This is an optimization exercise on Yosys and OpenROAD, whose aim is small area, a short achievable clock period and few clock cycles, not a production implementation.
At most, simulation tests tie the RTL to the original design; equivalence was not proved.
Power is estimated from default activity; no workload was simulated.

## run 1
// alu_unit
module alu_unit (
    input  wire        clk,
    input  wire        rst,
    input  wire        in_valid,
    output wire        in_ready,
    input  wire [ 4:0] in_op,
    input  wire [31:0] in_a,
    input  wire [31:0] in_b,
    output reg         out_valid,
    output reg  [31:0] out_result,
    output reg         out_exc
);
  reg        rdy;    
  reg        busy;   
  reg        v1;
  reg [ 4:0] op1;
  reg [31:0] a1;
  reg [31:0] b1;
  reg        first;  
  reg [ 4:0] cnt;    
  assign in_ready = rdy;
  wire acc     = in_valid & ~busy;
  wire in_long = (in_op[4:1] == 4'b0111);   
  wire o_add  = (op1 == 5'b00000);
  wire o_sub  = (op1 == 5'b00001);
  wire o_slt  = (op1 == 5'b00010);
  wire o_sltu = (op1 == 5'b00011);
  wire o_sll  = (op1 == 5'b01000);
  wire o_srl  = (op1 == 5'b01001);
  wire o_sra  = (op1 == 5'b01010);
  reg  c_mul, c_div, c_sub, c_invb, c_ones;
  wire o_mul  = c_mul;
  ...
Size in the first run: roughly 110 I/O pins, ~13000 µm² of cells after synthesis.
==> flow/config.mk <==
export PLATFORM = sky130hd
export DESIGN_NAME = alu_unit
export DESIGN_NICKNAME = alu_unit
export VERILOG_FILES = /design/flow/design.v
export SDC_FILE = /design/flow/constraint.sdc
export NUM_CORES = 4
export LEC_CHECK = 0
export ABC_AREA = 1
export CAP_MARGIN = 20
export CORE_MARGIN = 2
export CORE_UTILIZATION = 40
export CTS_BUF_LIST = sky130_fd_sc_hd__clkbuf_8
export CTS_CLUSTER_DIAMETER = 100
export CTS_CLUSTER_SIZE = 40
export PLACE_DENSITY = 0.5
export SLEW_MARGIN = 20
==> flow/constraint.sdc <==
create_clock -name core_clock -period 64.0 [get_ports {clk}]
set_input_delay 12.8000 -clock core_clock [delete_from_list [all_inputs] [get_ports {clk}]]
set_output_delay 12.8000 -clock core_clock [all_outputs]
set_load 0.01 [all_outputs]
standard.sh (not shown) runs the stock make flow with config.mk's settings and CLKGATE_MAP_FILE= SYNTH_SCRIPT=/design/flow/synth_recipe.tcl, a recipe that flattens the netlist after the stock synthesis.
==> flow/flow/run.sh <==
#!/bin/bash
set -e
export BUFFER_PORTS_ARGS="-buffer_cell sky130_fd_sc_hd__buf_1"
cp standard.sh standard.sh.copy.txt
bash standard.sh > standard.log 2>&1
Testbench counts of run 1, summed over its fixed seeds: cycles 37,641.
Here is what was changed in the inputs of run 2 compared with run 1.
# run 1
export LEC_CHECK = 0
export ABC_AREA = 1
export CAP_MARGIN = 20
export CORE_MARGIN = 2
export CORE_UTILIZATION = 40
export CTS_BUF_LIST = sky130_fd_sc_hd__clkbuf_8
export CTS_CLUSTER_DIAMETER = 100
export CTS_CLUSTER_SIZE = 40
export PLACE_DENSITY = 0.5
export SLEW_MARGIN = 20
create_clock -name core_clock -period 64.0 [get_ports {clk}]
# run 2
export LEC_CHECK = 0
export ABC_AREA = 1
export CAP_MARGIN = 20
export CORE_MARGIN = 2
export CORE_UTILIZATION = 40
export CTS_BUF_LIST = sky130_fd_sc_hd__clkbuf_8
export CTS_CLUSTER_DIAMETER = 100
export CTS_CLUSTER_SIZE = 40
export PLACE_DENSITY = 0.72
export SLEW_MARGIN = 20
create_clock -name core_clock -period 64.0 [get_ports {clk}]
Notes after the runs:
- Compared run 2 vs run 1, and wire length of the first global-routing pass is down in run 2.
- The cell count on run 2 is in line with that on run 1.
- Cmp run 2 vs run 1: non-clock buffer total of the final layout lower in run 2
- Measured against each other, run 1 and run 2 differ in register clock-pin slew on the reported worst setup and hold paths, the higher figure coming from run 2.
- NOTE met3 wirelength from detailed routing run 1->run 2 increased by more than 10%
- The register share of the cell area was comparable across run 1 and run 2.
- Looking at final worst setup slack, run 2 sits 0.038 ns higher than run 1 does.
- A launch point of the worst path of out_result[12] is what run 2 shows, while out_result[11] belongs to run 1.
- Going from run 1 to run 2, sequential cell fraction of total power went down; core occupancy in the finished layout did not really move; overall routed net length went down; met1 global-route usage went down.
> inputs changed (run 2 -> run 3)
# run 2
export LEC_CHECK = 0
export ABC_AREA = 1
export CAP_MARGIN = 20
export CORE_MARGIN = 2
export CORE_UTILIZATION = 40
export CTS_BUF_LIST = sky130_fd_sc_hd__clkbuf_8
export CTS_CLUSTER_DIAMETER = 100
export CTS_CLUSTER_SIZE = 40
export PLACE_DENSITY = 0.72
export SLEW_MARGIN = 20
create_clock -name core_clock -period 64.0 [get_ports {clk}]
# run 3
export LEC_CHECK = 0
export ABC_AREA = 1
export CAP_MARGIN = 20
export CORE_MARGIN = 2
export CORE_UTILIZATION = 40
export CTS_BUF_LIST = sky130_fd_sc_hd__clkbuf_8
export CTS_CLUSTER_DIAMETER = 100
export CTS_CLUSTER_SIZE = 40
export PLACE_DENSITY = 0.6
export SLEW_MARGIN = 20
create_clock -name core_clock -period 64.0 [get_ports {clk}]
==> run summary <==
Minimum setup slack after placement, run 2 and run 3, higher one = run 2.
Final cell count essentially unchanged between run 3 and run 2.
Weighted congestion reported at the end of routability-driven placement up about 0.43% in run 3 wrt run 2
Looking at fill cell instance count of the final layout, run 3 sits 57 higher than run 2 does.
In run 3, the pin count of the biggest net entering global routing came out 6 above the value in run 2.
Final routed wirelength across all metal layers of run 3 exceeds that of run 2 by a few percent.
Worst hold margin down 0.0096 ns in run 3 wrt run 2
Per the comparison of run 3 with run 2, number of DRC markers after the initial detailed-route iteration fell 14%, number of vias after detailed routing fell 156.

The RTL this note starts from:
==> flow/design.v <==
module ALU_add #(
    parameter W = 32,
    parameter L = 24
) (
    input  wire [W-1:0] x,
    input  wire [W-1:0] y,
    input  wire         ci,
    output wire [W-1:0] s,
    output wire         co
);
  wire [L:0] cl;
  wire [W:L] c0, c1;
  wire [W-1:L] s0, s1;
  assign cl[0] = ci;
  genvar i;
  generate
    for (i = 0; i < L; i = i + 1) begin : g_lo
      assign s[i] = x[i] ^ y[i] ^ cl[i];
      assign cl[i+1] = (x[i] & y[i]) | (x[i] & cl[i]) | (y[i] & cl[i]);
    end
    assign c0[L] = 1'b0;
    assign c1[L] = 1'b1;
    for (i = L; i < W; i = i + 1) begin : g_hi
      assign s0[i] = x[i] ^ y[i] ^ c0[i];
      assign c0[i+1] = (x[i] & y[i]) | (x[i] & c0[i]) | (y[i] & c0[i]);
      assign s1[i] = x[i] ^ y[i] ^ c1[i];
      assign c1[i+1] = (x[i] & y[i]) | (x[i] & c1[i]) | (y[i] & c1[i]);
    end
  endgenerate
  assign s[W-1:L] = cl[L] ? s1 : s0;
  assign co = cl[L] ? c1[W] : c0[W];
endmodule
module ALU_bitlen (
    input  wire [31:0] x,
    output reg  [ 5:0] n
);
  integer i;
  always @(*) begin
    n = 6'd0;
    for (i = 0; i < 32; i = i + 1) if (x[i]) n = i + 1;
  end
endmodule
module alu_unit (
    input  wire        clk,
    input  wire        rst,
    input  wire        in_valid,
    output wire        in_ready,
    input  wire [ 4:0] in_op,
    input  wire [31:0] in_a,
    input  wire [31:0] in_b,
    output reg         out_valid,
    output reg  [31:0] out_result,
    output reg         out_exc
);
  reg        rdy;    
  reg        busy;   
  reg        v1;
  reg [ 4:0] op1;
  reg [31:0] a1;
  reg [31:0] b1;
  reg        first;  
  reg [ 4:0] cnt;    
  reg        bprev;  
  assign in_ready = rdy;
  wire acc     = in_valid & ~busy;
  wire in_long = (in_op[4:1] == 4'b0111);   
  wire o_add  = (op1 == 5'b00000);
  wire o_sub  = (op1 == 5'b00001);
  wire o_slt  = (op1 == 5'b00010);
  wire o_sltu = (op1 == 5'b00011);
  wire o_sll  = (op1 == 5'b01000);
  wire o_srl  = (op1 == 5'b01001);
  wire o_sra  = (op1 == 5'b01010);
  wire o_mul  = (op1 == 5'b01110);
  wire o_div  = (op1 == 5'b01111);
  wire o_sh   = o_sll | o_srl | o_sra;
  wire [5:0] la, lb;
  ALU_bitlen u_la (.x(a1), .n(la));
  ALU_bitlen u_lb (.x(b1), .n(lb));
  wire       b_zero   = (lb == 6'd0);
  wire [6:0] ldiff    = {1'b0, la} - {1'b0, lb};
  wire       div_triv = b_zero | ldiff[6];   
  wire [4:0] d        = ldiff[4:0];          
  wire        sh_b    = o_div | o_mul;   
  wire        sh_left = o_sll | (o_div & first);
  wire [31:0] sh_in = sh_b ? b1 : a1;
  wire [31:0] sh_hi = sh_left ? {1'b0, sh_in[31:1]} : {32{o_sra & a1[31]}};
  wire [31:0] sh_lo = sh_left ? {sh_in[0], 31'b0} : sh_in;
  wire [ 4:0] sh_amt = o_mul ? 5'd4 : o_div ? (first ? ~d : 5'd1) : (o_sll ? ~b1[4:0] : b1[4:0]);
  wire [62:0] f0 = {sh_hi[30:0], sh_lo};
  wire [46:0] f1 = sh_amt[4] ? f0[62:16] : f0[46:0];
  wire [38:0] f2 = sh_amt[3] ? f1[46:8] : f1[38:0];
  wire [34:0] f3 = sh_amt[2] ? f2[38:4] : f2[34:0];
  wire [32:0] f4 = sh_amt[1] ? f3[34:2] : f3[32:0];
  wire [31:0] sh_res = sh_amt[0] ? f4[32:1] : f4[31:0];
  wire o_and  = (op1 == 5'b00100);
  wire o_nor  = (op1 == 5'b00101);
  wire o_or   = (op1 == 5'b00110);
  wire o_xor  = (op1 == 5'b00111);
  wire o_lui  = (op1 == 5'b01011);
  wire o_andn = (op1 == 5'b01100);
  wire o_orn  = (op1 == 5'b01101);
  wire arith_sub = o_sub | o_slt | o_sltu | o_div;
  wire inv_b  = arith_sub | o_nor | o_andn | o_orn;   
  wire neg_a  = o_nor;                                 
  wire zero_a = o_lui;                                 
  wire ones_q = o_or | o_orn;                          
  wire sel_c  = o_and | o_nor | o_andn | o_or | o_orn;
  function [32:0] booth_row;   
    input [31:0] a;
    input [2:0] bits;
    input ones;   
    reg one, two, neg;
    begin
      one = bits[1] ^ bits[0];
      two = (bits == 3'b100) | (bits == 3'b011);
      neg = bits[2] & ~(bits[1] & bits[0]) | (bits == 3'b000) & ones;
      booth_row = {neg, ({32{one}} & a | {32{two}} & {a[30:0], 1'b0}) ^ {32{neg}}};
    end
  endfunction
  wire [ 2:0] r0b = o_mul ? {b1[1:0], bprev & ~first}
                          : (zero_a ? 3'b000 : (neg_a ? 3'b101 : 3'b010));
  wire [ 2:0] r1b = o_mul ? b1[3:1] : 3'b000;
  wire [32:0] r0 = booth_row(a1, r0b, 1'b0);
  wire [32:0] r1 = booth_row(a1, r1b, ones_q);
  wire        n0 = r0[32];
  wire        n1 = r1[32];
  wire [31:0] m_acc = o_mul ? (first ? 32'b0 : out_result) : (b1 ^ {32{inv_b}});
  wire [31:0] m_p = r0[31:0];
  wire [31:0] m_q = {r1[29:0], n1, n1};   
  wire [31:0] csa_s = m_acc ^ m_p ^ m_q;
  wire [31:0] csa_c = (m_acc & m_p) | (m_acc & m_q) | (m_p & m_q);
  wire        mul_last = ((b1[31:4] == 28'b0) & ~b1[3]) | (a1[27:0] == 28'b0);
  wire        mul_next_last = ((b1[31:8] == 24'b0) & ~b1[7]) | (a1[23:0] == 24'b0);
  wire [31:0] sum;
  wire        acout;
  ALU_add #(.W(32), .L(16)) u_add (.x(csa_s), .y({csa_c[30:0], n1}), .ci(o_mul ? n0 : arith_sub),
                                   .s(sum), .co(acout));
  wire        cout = acout | csa_c[31];   
  wire ovf  = (a1[31] ~^ m_acc[31]) & (a1[31] ^ sum[31]);
  wire slt  = (a1[31] & ~b1[31]) | ((a1[31] ~^ b1[31]) & sum[31]);
  wire sltu = ~cout;
  wire q    = cout;   
  wire [31:0] quo = {out_result[30:0], q};
  wire sel_sum = o_add | o_sub | o_mul | o_lui;
  wire sel_b0  = o_slt | o_sltu;
  wire [31:0] lg_res = ({32{sel_c}} & csa_c) | ({32{o_xor}} & csa_s);
  wire [31:0] res_ops = ({32{sel_sum}} & sum) | ({32{o_sh}} & sh_res) | lg_res
                      | {31'b0, sel_b0 & (o_slt ? slt : sltu)};
  wire exc_ops = (o_add | o_sub) & ovf;
  wire mul_go = v1 & o_mul;
  wire div_go = v1 & o_div;
  always @(posedge clk) begin
    if (~busy) begin
      op1 <= in_op;
      a1  <= in_a;
      b1  <= in_b;
    end else begin
      if (o_mul) a1 <= {a1[27:0], 4'b0};
      else if (~first & q) a1 <= sum;   
      b1 <= sh_res;   
    end
    first <= ~busy;
    bprev <= b1[3];
    cnt   <= first ? d : cnt - 5'd1;
    if (div_go)
      out_result <= first ? 32'b0 : quo;
    else
      out_result <= res_ops;
    out_exc <= div_go ? first & b_zero : exc_ops;
  end
  always @(posedge clk) begin
    if (rst) begin
      rdy       <= 1'b1;
      busy      <= 1'b0;
      v1        <= 1'b0;
      out_valid <= 1'b0;
    end else begin
      out_valid <= 1'b0;
      v1        <= 1'b0;
      if (mul_go) begin
        if (mul_last) begin
          out_valid <= 1'b1;
          rdy       <= 1'b1;
      busy      <= 1'b0;
        end else begin
          v1 <= 1'b1;
          if (mul_next_last) begin
            rdy  <= 1'b1;
            busy <= 1'b0;
          end
        end
      end else if (div_go) begin
        if (first ? div_triv : cnt == 5'd0) begin
          out_valid <= 1'b1;
          rdy       <= 1'b1;
      busy      <= 1'b0;
        end else begin
          v1 <= 1'b1;
          if (first ? d == 5'd0 : cnt == 5'd1) begin
            rdy  <= 1'b1;
            busy <= 1'b0;
          end
        end
      end else begin
        out_valid <= v1;
      end
      if (acc) begin
        v1  <= 1'b1;
        rdy  <= ~in_long;
        busy <= in_long;
      end
    end
  end
endmodule
clock: 64.0 ns
lec_check: 0
abc_area: 1
cap_margin: 20
core_margin: 2
core_utilization: 40
place_density: 0.6
slew_margin: 20
Scripts as last shown in full above: flow/flow/run.sh
Change:
--- a/flow/config.mk
+++ b/flow/config.mk
@@ -11,2 +11,5 @@
 export CORE_UTILIZATION = 40
+export CTS_BUF_LIST = sky130_fd_sc_hd__clkbuf_8
+export CTS_CLUSTER_DIAMETER = 100
+export CTS_CLUSTER_SIZE = 40
 export PLACE_DENSITY = 0.6
The new run went through all stages and came out clean; final area falls by 1.4%; global-route usage is about the same; sequential power is about the same.
Function was not checked in any run of this note: the RTL went through the layout flow alone.

==> static timing again, ports no longer ideal <==
The flow's constraints put no driver on any port. The routed layouts listed below were extracted and timed again, unchanged, in two steps.
Step 1 (the two cells are an assumption about what drives the block):
set clk [get_ports {clk}]
set_driving_cell -lib_cell sky130_fd_sc_hd__clkbuf_16 $clk
set_driving_cell -lib_cell sky130_fd_sc_hd__buf_2 [delete_from_list [all_inputs] $clk]
Step 2 moves the port delays by t, midway between the first and last clock arrival at a register: inputs arrive t later, outputs are due t later. That takes back most of the time a late clock gives input paths.
Three values: ideal, step 1, step 2; two values: the first two.
| run | t (ns) | slack for setup (ns) | pins driven straight from the clock port |
|---|---|---|---|
| run 1 | 0.551 | 50.004 / 49.958 / 50.013 | 1 |
| run 2 | 0.530 | 50.041 / 50.000 / 50.080 | 1 |
| run 3 | 0.544 | 50.023 / 49.979 / 50.020 | 1 |
| the first run of note 2 | 0.499 | 49.374 / 49.374 / 49.374 | 1 |
| the second run of note 2 | 0.548 | 49.372 / 49.372 / 49.372 | 1 |
After both steps every run listed still meets setup and hold. For run 3, which loses most, drivers alone change the setup slack by -0.044 ns; drivers and shift together by -0.003 ns.
